Background: an optimization exercise with open tools, aiming at small area and a short achievable clock period. Do not read the settings as production practice. RTL that was checked went through simulation tests only; none was proved equivalent to the original. No driver is modelled on the clock port, so clock power and skew are understated where the tree is cut down; a real chip needs a root buffer or a tree. No activity file was given, so power comes from the tool's default toggle rates.

## SPI_TOP
module SPI_TOP(
    input clk,
	input rst,
	input ss_n,
	input MOSI, 
	output MISO
);
	wire [9:0] SLAVE_RAM;
	wire [7:0] RAM_SLAVE;
	wire tx_valid, rx_valid, rx_issue;
	SPI_Slave SPI_SLAVE 
	(
		.MOSI(MOSI),
		.MISO(MISO),
		.ss_n(ss_n),
		.clk(clk),
		.rst(rst),
		.rx_data(SLAVE_RAM),
		.rx_valid(rx_valid),
		.rx_issue(rx_issue),
		.tx_data(RAM_SLAVE),
		.tx_valid(tx_valid)
	);
	Single_Port_Asyn_RAM RAM
	(
		.clk(clk),
		.rst(rst),
		.din(SLAVE_RAM),
		.rx_valid(rx_valid),
		.rx_issue(rx_issue),
		.dout(RAM_SLAVE),
		.tx_valid(tx_valid)
	);
endmodule
Size in the first run: ~48,000 µm² of cells after synthesis.
==> module deserializer, before the edit <==
module deserializer(
    input serial_data,
    input clk,rst,
    input deser_en,
    output reg[9:0] parallel_data,
    output reg data_valid,
    output wire issue        
);
reg [3:0] counter;
wire full = (counter == 4'd10);
assign issue = deser_en & full;
always @(posedge clk,negedge rst) begin
    if (!rst) begin
        counter<=4'b0;
        data_valid<=1'b0;
    end
    else begin
        data_valid <= issue;
        if (deser_en)
            counter <= full ? 4'd0 : counter + 1'b1;
    end
end
always @(posedge clk) begin
    if (deser_en & !full)
        parallel_data<={serial_data,parallel_data[9:1]};
end
endmodule
==> module Single_Port_Asyn_RAM, before the edit <==
module Single_Port_Asyn_RAM #(parameter MEM_DEPTH =256,parameter ADDR_SIZE=8)( 
    input [9:0]din,
    input clk,rst,rx_valid,
    input rx_issue,
    output [7:0] dout,
    output reg tx_valid
);
localparam NG = 24;
wire hi = din[7] & din[6];
wire k3 = din[5] & din[4];
wire [4:0] c_grp  = !hi ? din[7:3] : (!k3 ? {1'b0, din[3:0]} : {2'b10, din[2:0]});
wire [3:0] c_slot = !hi ? {1'b0, din[2:0]} : (!k3 ? {2'b10, din[5:4]} : {3'b100, din[3]});
wire cmd_wa = rx_valid & (din[9:8] == 2'b00);
wire cmd_wr = rx_valid & (din[9:8] == 2'b01);
wire iss_ra = rx_issue & (din[9:8] == 2'b10);
reg [8:0] read_address;
reg wa_set;    
always @(posedge clk,negedge rst) begin
    if (!rst) begin
        tx_valid<=1'b0;
        read_address<=9'b0;
        wa_set<=1'b0;
    end
    else begin
        tx_valid <= rx_valid & (din[9:8] == 2'b11);
        if (iss_ra)
            read_address <= {c_grp, c_slot};
        if (cmd_wa)
            wa_set <= 1'b1;
    end
end
reg [8:0] write_address;
reg [7:0] wd_p;
reg pend;
wire wa_zero = cmd_wr & !wa_set;
wire pend_n = cmd_wa ? 1'b0 : cmd_wr ? 1'b1 : pend;
always @(posedge clk) begin
    if (cmd_wa | wa_zero)
        write_address <= cmd_wa ? {c_grp, c_slot} : 9'b0;
    pend <= pend_n;
    if (cmd_wr)
        wd_p <= din[7:0];
end
reg [3:0] p11, p10;
wire [3:0] p11_n = (p11 == 4'd10) ? 4'd0 : p11 + 1'b1;
wire [3:0] p10_n = (p10 == 4'd9)  ? 4'd0 : p10 + 1'b1;
always @(posedge clk) begin
    p11 <= p11_n;
    p10 <= p10_n;
end
wire [3:0] w_slot_n = wa_zero ? 4'd0 : write_address[3:0];
wire [1:0] w_hi_n = wa_zero ? 2'd0 : write_address[8:7];
wire [2:0] w_lo_n = wa_zero ? 3'd0 : write_address[6:4];
reg [2:0] wsel;
reg [7:0] wlo;
reg r_hit, fwd;
always @(posedge clk) begin
    wsel[0] <= pend_n & (w_hi_n == 2'd0) & (w_slot_n == p11_n);
    wsel[1] <= pend_n & (w_hi_n == 2'd1) & (w_slot_n == p11_n);
    wsel[2] <= pend_n & (w_hi_n == 2'd2) & (w_slot_n == p10_n);
    wlo <= 8'd1 << w_lo_n;
    r_hit <= read_address[3:0] == (read_address[8] ? p10_n : p11_n);
    fwd <= pend_n & (wa_zero ? (read_address == 9'd0) : (write_address == read_address));
end
wire [8*NG-1:0] tails;
wire [7:0] wdn = ~wd_p;
genvar g;
generate
for (g = 0; g < NG; g = g + 1) begin : grp
    localparam L = (g < 16) ? 11 : 10;
    reg [8*L-1:0] ring;
    wire we = wsel[g / 8] && wlo[g % 8];
    assign tails[8*g +: 8] = ring[8*L-1 -: 8];
    wire [7:0] head;
    ring_head hd [7:0] (.wdn(wdn), .wen(!we), .t(ring[8*L-1 -: 8]), .h(head));
    always @(posedge clk)
        ring <= {ring[8*L-9:0], head};
end
endgenerate
reg [7:0] rlo;
always @(posedge clk)
    rlo <= 8'd1 << read_address[6:4];
wire [1:0] r_hi = read_address[8:7];
wire [23:0] tsel_b;
genvar h;
generate
for (h = 0; h < 3; h = h + 1) begin : rb
    sel8 s (.d(tails[64*h +: 64]), .oh(rlo), .y(tsel_b[8*h +: 8]));
end
endgenerate
wire [7:0] tsel = (r_hi == 2'd0) ? tsel_b[7:0] : (r_hi == 2'd1) ? tsel_b[15:8] : tsel_b[23:16];
reg [7:0] rbuf;
always @(posedge clk) begin
    if (r_hit)
        rbuf <= fwd ? wd_p : tsel;
end
assign dout = rbuf;
endmodule
==> module SPI_Slave, before the edit <==
module SPI_Slave(
    input MOSI,
    input clk,rst,ss_n,
    input tx_valid,
    output wire MISO,
    input [7:0]tx_data,
    output wire [9:0]rx_data,
    output wire rx_valid,
    output wire rx_issue
);
reg start_q, shift_q;
always @(posedge clk,negedge rst) begin
    if (!rst) begin
        start_q <= 1'b0;
        shift_q <= 1'b0;
    end
    else begin
        start_q <= !ss_n & !start_q & !shift_q;
        shift_q <= !ss_n & (start_q | shift_q);
    end
end
deserializer  Deserializer_SPI(
    .serial_data(MOSI),
    .clk(clk),
    .rst(rst),
    .deser_en(shift_q),
    .parallel_data(rx_data),
    .data_valid(rx_valid),
    .issue(rx_issue)
);
SERIALIZER SERIALIZER_SPI(
   .rst(rst),
   .clk(clk),
   .data(tx_data),
   .ser_out(MISO),
   .data_valid(tx_valid),
   .ss_n(ss_n)
);
endmodule
==> module SPI_TOP, before the edit <==
module SPI_TOP(
    input clk,
	input rst,
	input ss_n,
	input MOSI, 
	output MISO
);
	wire [9:0] SLAVE_RAM;
	wire [7:0] RAM_SLAVE;
	wire tx_valid, rx_valid, rx_issue;
	SPI_Slave SPI_SLAVE 
	(
		.MOSI(MOSI),
		.MISO(MISO),
		.ss_n(ss_n),
		.clk(clk),
		.rst(rst),
		.rx_data(SLAVE_RAM),
		.rx_valid(rx_valid),
		.rx_issue(rx_issue),
		.tx_data(RAM_SLAVE),
		.tx_valid(tx_valid)
	);
	Single_Port_Asyn_RAM RAM
	(
		.clk(clk),
		.rst(rst),
		.din(SLAVE_RAM),
		.rx_valid(rx_valid),
		.rx_issue(rx_issue),
		.dout(RAM_SLAVE),
		.tx_valid(tx_valid)
	);
endmodule
==> flow/config.mk <==
export PLATFORM = sky130hd
export DESIGN_NAME = SPI_TOP
export DESIGN_NICKNAME = SPI_TOP
export VERILOG_FILES = /design/flow/design.v
export SDC_FILE = /design/flow/constraint.sdc
export NUM_CORES = 8
export LEC_CHECK = 0
export CAP_MARGIN = 30
export CORE_MARGIN = 2
export CORE_UTILIZATION = 65
export SETUP_SLACK_MARGIN = 3.9
export SLEW_MARGIN = 40
export SYNTH_HIERARCHICAL = 1
export SYNTH_MINIMUM_KEEP_SIZE = 0
==> flow/constraint.sdc <==
create_clock -name core_clock -period 6.0 [get_ports {clk}]
set_input_delay 1.2000 -clock core_clock [delete_from_list [all_inputs] [get_ports {clk}]]
set_output_delay 1.2000 -clock core_clock [all_outputs]
set_load 0.01 [all_outputs]
standard.sh (not shown) runs the stock make flow with config.mk's settings and CLKGATE_MAP_FILE= SYNTH_SCRIPT=/design/flow/synth_recipe.tcl, a recipe that flattens the netlist after the stock synthesis.
==> flow/flow/run.sh <==
#!/bin/bash
# Layout flow: the standard ORFS flow (standard.sh), with these changes:
# - the flip-flop driving MISO's output buffer is moved next to that buffer
#   before detailed placement (flow/miso.tcl), so it does not drive a long wire;
set -euo pipefail
export PRE_DETAIL_PLACE_TCL="$PWD/flow/miso.tcl"
export POST_CTS_TCL="$PWD/flow/quad_ct.tcl"
export CTS_ARGS="-sink_clustering_enable -repair_clock_nets -sink_clustering_size 32 -sink_clustering_max_diameter 80 -dont_use_dummy_load"
bash standard.sh synth > log_synth.txt 2>&1
bash standard.sh floorplan > log_floorplan.txt 2>&1
bash standard.sh place > log_place.txt 2>&1
bash standard.sh cts > log_cts.txt 2>&1
bash standard.sh route > log_route.txt 2>&1
bash standard.sh finish > log_finish.txt 2>&1
Other scripts of this flow, unchanged in this note and not shown: flow/flow/miso.tcl, flow/flow/quad_ct.tcl
Rerun with:
--- a/flow/design.v
+++ b/flow/design.v
@@ -4,18 +4,18 @@
     input deser_en,
     output reg[9:0] parallel_data,
     output reg data_valid,
-    output wire issue        
+    output wire complete     
 );
 reg [3:0] counter;
 wire full = (counter == 4'd10);
-assign issue = deser_en & full;
+assign complete = deser_en & (counter == 4'd9);
 always @(posedge clk,negedge rst) begin
     if (!rst) begin
         counter<=4'b0;
         data_valid<=1'b0;
     end
     else begin
-        data_valid <= issue;
+        data_valid <= deser_en & full;
         if (deser_en)
             counter <= full ? 4'd0 : counter + 1'b1;
     end
@@ -64,18 +64,25 @@
 module Single_Port_Asyn_RAM #(parameter MEM_DEPTH =256,parameter ADDR_SIZE=8)( 
     input [9:0]din,
     input clk,rst,rx_valid,
-    input rx_issue,
+    input rx_complete,
+    input MOSI,
     output [7:0] dout,
     output reg tx_valid
 );
 localparam NG = 24;
-wire hi = din[7] & din[6];
-wire k3 = din[5] & din[4];
-wire [4:0] c_grp  = !hi ? din[7:3] : (!k3 ? {1'b0, din[3:0]} : {2'b10, din[2:0]});
-wire [3:0] c_slot = !hi ? {1'b0, din[2:0]} : (!k3 ? {2'b10, din[5:4]} : {3'b100, din[3]});
+function [8:0] conv;
+    input [7:0] a;
+    reg hi, k3;
+    begin
+        hi = a[7] & a[6];
+        k3 = a[5] & a[4];
+        conv[8:4] = !hi ? a[7:3] : (!k3 ? {1'b0, a[3:0]} : {2'b10, a[2:0]});
+        conv[3:0] = !hi ? {1'b0, a[2:0]} : (!k3 ? {2'b10, a[5:4]} : {3'b100, a[3]});
+    end
+endfunction
 wire cmd_wa = rx_valid & (din[9:8] == 2'b00);
 wire cmd_wr = rx_valid & (din[9:8] == 2'b01);
-wire iss_ra = rx_issue & (din[9:8] == 2'b10);
+wire ld_ra = rx_complete & MOSI & !din[9];
 reg [8:0] read_address;
 reg wa_set;    
 always @(posedge clk,negedge rst) begin
@@ -86,8 +93,8 @@
     end
     else begin
         tx_valid <= rx_valid & (din[9:8] == 2'b11);
-        if (iss_ra)
-            read_address <= {c_grp, c_slot};
+        if (ld_ra)
+            read_address <= conv(din[8:1]);
         if (cmd_wa)
             wa_set <= 1'b1;
     end
@@ -99,7 +106,7 @@
 wire pend_n = cmd_wa ? 1'b0 : cmd_wr ? 1'b1 : pend;
 always @(posedge clk) begin
     if (cmd_wa | wa_zero)
-        write_address <= cmd_wa ? {c_grp, c_slot} : 9'b0;
+        write_address <= cmd_wa ? conv(din[7:0]) : 9'b0;
     pend <= pend_n;
     if (cmd_wr)
         wd_p <= din[7:0];
@@ -122,8 +129,8 @@
     wsel[1] <= pend_n & (w_hi_n == 2'd1) & (w_slot_n == p11_n);
     wsel[2] <= pend_n & (w_hi_n == 2'd2) & (w_slot_n == p10_n);
     wlo <= 8'd1 << w_lo_n;
-    r_hit <= read_address[3:0] == (read_address[8] ? p10_n : p11_n);
-    fwd <= pend_n & (wa_zero ? (read_address == 9'd0) : (write_address == read_address));
+    r_hit <= read_address[3:0] == (read_address[8] ? p10 : p11);
+    fwd <= pend & !wa_zero & (write_address == read_address);
 end
 wire [8*NG-1:0] tails;
 wire [7:0] wdn = ~wd_p;
@@ -151,11 +158,13 @@
     sel8 s (.d(tails[64*h +: 64]), .oh(rlo), .y(tsel_b[8*h +: 8]));
 end
 endgenerate
-wire [7:0] tsel = (r_hi == 2'd0) ? tsel_b[7:0] : (r_hi == 2'd1) ? tsel_b[15:8] : tsel_b[23:16];
-reg [7:0] rbuf;
-always @(posedge clk) begin
-    if (r_hit)
-        rbuf <= fwd ? wd_p : tsel;
+reg [7:0] tsel, rbuf;
+always @(posedge clk) begin
+    tsel <= (r_hi == 2'd0) ? tsel_b[7:0] : (r_hi == 2'd1) ? tsel_b[15:8] : tsel_b[23:16];
+    if (fwd)
+        rbuf <= wd_p;
+    else if (r_hit)
+        rbuf <= tsel;
 end
 assign dout = rbuf;
 endmodule
@@ -180,7 +189,7 @@
     input [7:0]tx_data,
     output wire [9:0]rx_data,
     output wire rx_valid,
-    output wire rx_issue
+    output wire rx_complete
 );
 reg start_q, shift_q;
 always @(posedge clk,negedge rst) begin
@@ -200,7 +209,7 @@
     .deser_en(shift_q),
     .parallel_data(rx_data),
     .data_valid(rx_valid),
-    .issue(rx_issue)
+    .complete(rx_complete)
 );
 SERIALIZER SERIALIZER_SPI(
    .rst(rst),
@@ -220,7 +229,7 @@
 );
 	wire [9:0] SLAVE_RAM;
 	wire [7:0] RAM_SLAVE;
-	wire tx_valid, rx_valid, rx_issue;
+	wire tx_valid, rx_valid, rx_complete;
 	SPI_Slave SPI_SLAVE 
 	(
 		.MOSI(MOSI),
@@ -230,7 +239,7 @@
 		.rst(rst),
 		.rx_data(SLAVE_RAM),
 		.rx_valid(rx_valid),
-		.rx_issue(rx_issue),
+		.rx_complete(rx_complete),
 		.tx_data(RAM_SLAVE),
 		.tx_valid(tx_valid)
 	);
@@ -240,7 +249,8 @@
 		.rst(rst),
 		.din(SLAVE_RAM),
 		.rx_valid(rx_valid),
-		.rx_issue(rx_issue),
+		.rx_complete(rx_complete),
+		.MOSI(MOSI),
 		.dout(RAM_SLAVE),
 		.tx_valid(tx_valid)
 	);
=> Clock skew is lower by 0.0076 ns. Sequential power barely changes. Utilization is higher by 0.12 points. Die area is higher by 0.52%. Power is higher by 0.92%. Register-to-register slack gains 0.11 ns. Setup slack gains 0.037 ns. Global-route usage is lower by 0.21 points. Via count stays flat.
For the first run of this note, only the layout was checked, not whether the RTL still works.

==> port drivers added, routing unchanged <==
No port has a modelled driver above. Below, the same layouts with a new extraction and two added sets of constraints.
Step 1 (the two cells are an assumption about what drives the block):
set clk [get_ports {clk}]
set_driving_cell -lib_cell sky130_fd_sc_hd__clkbuf_16 $clk
set_driving_cell -lib_cell sky130_fd_sc_hd__buf_2 [delete_from_list [all_inputs] $clk]
Step 2 times the ports against the registers' clock, not the clock port: input delays grow and output delays shrink by t, the midpoint of the rising clock arrivals with the driver on.
Slacks: no drivers / after step 1 / after step 2; pairs: no drivers / after step 1.
| run | t (ns) | setup WS [ns] | worst register clock-pin slew, ns |
|---|---|---|---|
| the first run | 0.602 | 3.828 / 3.676 / 3.805 | 0.12 / 0.12 |
| the second run | 0.597 | 3.865 / 3.715 / 3.698 | 0.12 / 0.12 |
After both steps setup and hold are still met in every run listed. The setup slack of the second run, which loses most, moves by -0.150 ns with the drivers and by -0.167 ns with both steps.
